This is an optimization exercise on Yosys and OpenROAD, whose aim is small area and a short achievable clock period, not a production implementation. Function was checked by simulation only, so behaviour that the tests miss may differ from the original. Power figures rest on the tool's default switching activity, not on a simulated workload.

Setup of violet:
==> flow/design.v <==
module VDC(
    input               clock,
    input               reset,    
    output logic [11:0] cnt,
    output logic [11:0] rev,
    output logic [11:0] nxt,      
    output logic        last      
);
logic [11:0] carry;
always_comb begin
    for (int i = 0; i < 12; i++) rev[i] = cnt[11-i];
end
assign carry[0] = 1'b1;
for (genvar i = 1; i < 12; i++) begin : g_carry
    assign carry[i] = &cnt[i-1:0];
end
assign nxt  = cnt ^ carry;
assign last = &cnt;
always_ff @(posedge clock)
    if (reset) cnt <= 12'd1;
    else       cnt <= nxt;
endmodule
module HWA(
    input [12:0]        in,
    input               clock_d,
    input               clock_s,
    output logic [12:0] out,
    output logic        done
);
localparam [10:0] SGN = 11'b01010001010;    
logic [11:0] l12 [0:21];
logic [9:0]  l10 [22:25];
logic [7:0]  l8  [26:29];
logic [4:0]  l5  [30:33];
logic [1:0]  l2  [34:37];
logic [11:0] q;       
logic [11:0] rq;      
logic        qlast;   
logic [10:0] seg1;    
logic [11:0] tapv;    
logic        bit_r;   
VDC vdc(.clock(clock_d), .reset(clock_s), .cnt(q), .rev(rq), .nxt(), .last(qlast));
logic [4:0] e30;
assign e30 = (&l8[29][7:3]) ? 5'd31 : l8[29][7:3] + {4'd0, |l8[29][2:0]};
logic [1:0] r34;
assign r34 = (&l5[33][4:3]) ? 2'd3 : l5[33][4:3] + {1'b0, |l5[33][2:0]};
logic [10:0] seg_n;
always_comb begin
    logic [11:0] ge;      
    ge[0]  = 1'b1;
    ge[1]  = q >= 12'd2;
    ge[2]  = q >= 12'd23;
    ge[3]  = q >= 12'd101;
    ge[4]  = q >= 12'd338;
    ge[5]  = q >= 12'd1281;
    ge[6]  = q >= 12'd2814;
    ge[7]  = q >= 12'd3756;
    ge[8]  = q >= 12'd3993;
    ge[9]  = q >= 12'd4071;
    ge[10] = q >= 12'd4092;
    ge[11] = q == 12'd4095;   
    for (int s = 0; s < 11; s++) seg_n[s] = ge[s] & ~ge[s+1];
    seg_n[0] = seg_n[0] | ge[11];
end
always_comb
    tapv   = ({12{seg1[0]}}  & {l2[37], 10'b0})
           | ({12{seg1[1]}}  & {l5[33], 7'b0})
           | ({12{seg1[2]}}  & {l8[29], 4'b0})
           | ({12{seg1[3]}}  & {l10[25], 2'b0})
           | ({12{seg1[4]}}  & l12[21])
           | ({12{seg1[5]}}  & l12[19])
           | ({12{seg1[6]}}  & {l12[17][11:1], 1'b0})
           | ({12{seg1[7]}}  & {l12[13][11:3], 3'b0})
           | ({12{seg1[8]}}  & {l12[9][11:5], 5'b0})
           | ({12{seg1[9]}}  & {l12[5][11:7], 7'b0})
           | ({12{seg1[10]}} & {l12[1][11:10], 10'b0});
logic gt;
always_comb begin
    logic [11:0] g1, p1;
    logic [5:0]  g2, p2;
    logic [2:0]  g3, p3;
    for (int i = 0; i < 12; i++) begin
        g1[i] = tapv[i] & ~rq[i];
        p1[i] = tapv[i] | ~rq[i];
    end
    for (int i = 0; i < 6; i++) begin
        g2[i] = g1[2*i+1] | (p1[2*i+1] & g1[2*i]);
        p2[i] = g1[2*i+1] | (p1[2*i+1] & p1[2*i]);
    end
    for (int i = 0; i < 3; i++) begin
        g3[i] = g2[2*i+1] | (p2[2*i+1] & g2[2*i]);
        p3[i] = g2[2*i+1] | (p2[2*i+1] & p2[2*i]);
    end
    gt = g3[2] | (p3[2] & g3[1]) | (p3[2] & p3[1] & g3[0]);
end
logic [12:0] acc_carry;
assign acc_carry[0] = bit_r;
for (genvar i = 1; i < 13; i++) begin : g_acc_carry
    assign acc_carry[i] = bit_r & (&out[i-1:0]);
end
always_ff @(posedge clock_d) begin
    if (clock_s) begin
        l12[0] <= in[11:0];
        for (int j = 1; j < 22; j++) l12[j] <= l12[j-1];
        l10[22] <= {l12[21][11:3], |l12[21][2:0]};
        for (int j = 23; j < 26; j++) l10[j] <= l10[j-1];
        l8[26] <= {l10[25][9:3], |l10[25][2:0]};
        for (int j = 27; j < 30; j++) l8[j] <= l8[j-1];
        l5[30] <= e30;
        for (int j = 31; j < 34; j++) l5[j] <= l5[j-1];
        l2[34] <= r34;
        for (int j = 35; j < 38; j++) l2[j] <= l2[j-1];
    end
end
always_ff @(posedge clock_d) begin
    if (clock_s) begin
        out   <= 13'd0;
        done  <= 1'b0;
        seg1  <= 11'd1;                    
        bit_r <= |l2[36];                  
    end else begin
        out   <= out ^ acc_carry;
        done  <= qlast;
        seg1  <= seg_n;
        bit_r <= gt ^ |(seg1 & SGN);
    end
end
endmodule
Settings: LEC_CHECK=0, CAP_MARGIN=0, CORE_MARGIN=2, CORE_UTILIZATION=40, CTS_CLUSTER_DIAMETER=100, CTS_CLUSTER_SIZE=28, SETUP_SLACK_MARGIN=4.2, SLEW_MARGIN=0, SYNTH_MEMORY_MAX_BITS=32768; clock period 6.5 ns.
run.sh (not shown) runs the stock make flow with config.mk's settings and CLKGATE_MAP_FILE= SYNTH_SCRIPT=/design/flow/synth_recipe.tcl, a recipe that flattens the netlist after the stock synthesis.
### violet -> delta
--- a/flow/design.v
+++ b/flow/design.v
@@ -29,23 +29,23 @@
 );
 localparam [10:0] SGN = 11'b01010001010;    
 logic [11:0] l12 [0:21];
 logic [9:0]  l10 [22:25];
 logic [7:0]  l8  [26:29];
-logic [4:0]  l5  [30:33];
+logic [5:0]  l6  [30:33];
 logic [1:0]  l2  [34:37];
 logic [11:0] q;       
 logic [11:0] rq;      
 logic        qlast;   
 logic [10:0] seg1;    
 logic [11:0] tapv;    
 logic        bit_r;   
 VDC vdc(.clock(clock_d), .reset(clock_s), .cnt(q), .rev(rq), .nxt(), .last(qlast));
-logic [4:0] e30;
-assign e30 = (&l8[29][7:3]) ? 5'd31 : l8[29][7:3] + {4'd0, |l8[29][2:0]};
+logic       nz10;     
 logic [1:0] r34;
-assign r34 = (&l5[33][4:3]) ? 2'd3 : l5[33][4:3] + {1'b0, |l5[33][2:0]};
+assign nz10 = |l6[33][3:0];
+assign r34  = (l6[33][5:4] == 2'd3) ? 2'd3 : l6[33][5:4] + {1'b0, nz10};
 logic [10:0] seg_n;
 always_comb begin
     logic [11:0] ge;      
     ge[0]  = 1'b1;
     ge[1]  = q >= 12'd2;
@@ -62,11 +62,11 @@
     for (int s = 0; s < 11; s++) seg_n[s] = ge[s] & ~ge[s+1];
     seg_n[0] = seg_n[0] | ge[11];
 end
 always_comb
     tapv   = ({12{seg1[0]}}  & {l2[37], 10'b0})
-           | ({12{seg1[1]}}  & {l5[33], 7'b0})
+           | ({12{seg1[1]}}  & {l6[33], 6'b0})
            | ({12{seg1[2]}}  & {l8[29], 4'b0})
            | ({12{seg1[3]}}  & {l10[25], 2'b0})
            | ({12{seg1[4]}}  & l12[21])
            | ({12{seg1[5]}}  & l12[19])
            | ({12{seg1[6]}}  & {l12[17][11:1], 1'b0})
@@ -104,12 +104,12 @@
         for (int j = 1; j < 22; j++) l12[j] <= l12[j-1];
         l10[22] <= {l12[21][11:3], |l12[21][2:0]};
         for (int j = 23; j < 26; j++) l10[j] <= l10[j-1];
         l8[26] <= {l10[25][9:3], |l10[25][2:0]};
         for (int j = 27; j < 30; j++) l8[j] <= l8[j-1];
-        l5[30] <= e30;
-        for (int j = 31; j < 34; j++) l5[j] <= l5[j-1];
+        l6[30] <= {l8[29][7:3], |l8[29][2:0]};
+        for (int j = 31; j < 34; j++) l6[j] <= l6[j-1];
         l2[34] <= r34;
         for (int j = 35; j < 38; j++) l2[j] <= l2[j-1];
     end
 end
 always_ff @(posedge clock_d) begin
--- outcome ---
Relative to violet, the combinational power measured on delta has increased by a few percent.
[compare] base=violet new=delta: via count has decreased, sequential cell count has increased.
[compare] base=violet new=delta: number of flops mapped to enable cells by yosys picked up an extra 4; total power level.
The more densely filled core belongs to violet, not delta.
Going from violet to delta, number of clock-tree buffers in the layout shrank by a few percent.
delta reports its last element of the critical path as out[3] while violet reports out[5].
Compared delta vs violet, and area growth from synthesis to layout is down in delta.
Against violet as the reference, delta delivers a higher sequential share of layout area.
Switching share of power: violet vs delta, no meaningful difference
Fraction of final layout cells with drive strength greater than 1 (higher): violet

========
// HWA: RTL as listed in full above, without the edits since
clock: 6.5 ns
lec_check: 0
cap_margin: 0
core_margin: 2
core_utilization: 40
cts_cluster_diameter: 100
cts_cluster_size: 28
setup_slack_margin: 4.3
slew_margin: 0
synth_memory_max_bits: 32768
standard.sh (not shown) runs the stock make flow with config.mk's settings and CLKGATE_MAP_FILE= SYNTH_SCRIPT=/design/flow/synth_recipe.tcl, a recipe that flattens the netlist after the stock synthesis.
==> flow/flow/run.sh <==
#!/bin/bash
# The standard layout (standard.sh) with two changes: the port buffers are
# placed as the smallest buffer (timing repair upsizes the ones that need it),
# and clock tree synthesis adds no dummy loads.
# ORFS writes each step's log under orfs/logs/; the make output goes to standard.log.
set -o pipefail
bash standard.sh \
  "BUFFER_PORTS_ARGS=-buffer_cell sky130_fd_sc_hd__buf_1" \
  "CTS_ARGS=-sink_clustering_enable -repair_clock_nets -sink_clustering_size 28 -sink_clustering_max_diameter 100 -dont_use_dummy_load" \
  finish > standard.log 2>&1
Edit:
--- a/flow/design.v
+++ b/flow/design.v
@@ -37,8 +37,10 @@
 logic [11:0] rq;      
 logic        qlast;   
 logic [10:0] seg1;    
 logic [11:0] tapv;    
+logic        gt_r;    
+logic        sgn_r;   
 logic        bit_r;   
 VDC vdc(.clock(clock_d), .reset(clock_s), .cnt(q), .rev(rq), .nxt(), .last(qlast));
 logic [4:0] e30;
 assign e30 = (&l8[29][7:3]) ? 5'd31 : l8[29][7:3] + {4'd0, |l8[29][2:0]};
@@ -92,8 +94,9 @@
         p3[i] = g2[2*i+1] | (p2[2*i+1] & p2[2*i]);
     end
     gt = g3[2] | (p3[2] & g3[1]) | (p3[2] & p3[1] & g3[0]);
 end
+assign bit_r = gt_r ^ sgn_r;
 logic [12:0] acc_carry;
 assign acc_carry[0] = bit_r;
 for (genvar i = 1; i < 13; i++) begin : g_acc_carry
     assign acc_carry[i] = bit_r & (&out[i-1:0]);
@@ -116,13 +119,15 @@
     if (clock_s) begin
         out   <= 13'd0;
         done  <= 1'b0;
         seg1  <= 11'd1;                    
-        bit_r <= |l2[36];                  
+        gt_r  <= |l2[36];                  
+        sgn_r <= SGN[0];
     end else begin
         out   <= out ^ acc_carry;
         done  <= qlast;
         seg1  <= seg_n;
-        bit_r <= gt ^ |(seg1 & SGN);
+        gt_r  <= gt;
+        sgn_r <= |(seg1 & SGN);
     end
 end
 endmodule
Flip-flop and latch count goes up by 1.
Cell count barely changes.
Area after synthesis increases by 0.43%.
Power stays flat.
Cell area goes down by 0.74%.
Utilization shrinks by 0.45 points.
Clock skew barely changes.
Worst setup slack improves by 0.0073 ns.
Routed wire length shrinks by 0.88%.

## what the ideal ports hide
In the flow no input, the clock included, has a driving cell. The finished layouts below were timed again as built, in two steps. Step 1 assumes that a clkbuf_16 drives the clock port and a buf_2 every other input. Step 2 adds t to the input delays and takes it off the output delays; t is the mean of the earliest and latest rising clock arrival at the registers after step 1. Input paths then give back, and output paths get back, about the clock's delay inside the block. Three values: no drivers, after step 1, after step 2; two values: the first two.
run | shift t [ns] | setup WS [ns] | hold slack, ns
violet | 0.552 | 4.159 / 4.114 / 3.796 | 0.407 / 0.407 / 0.407
delta | 0.567 | 4.192 / 4.145 / 3.737 | 0.402 / 0.402 / 0.402
the first run of note 2 | 0.553 | 4.229 / 4.183 / 3.873 | 0.367 / 0.367 / 0.367
the second run of note 2 | 0.540 | 4.236 / 4.191 / 3.849 | 0.379 / 0.379 / 0.379
After both steps every run listed still meets setup and hold. The setup slack of delta, which loses most, moves by -0.047 ns with the drivers and by -0.455 ns with both steps.
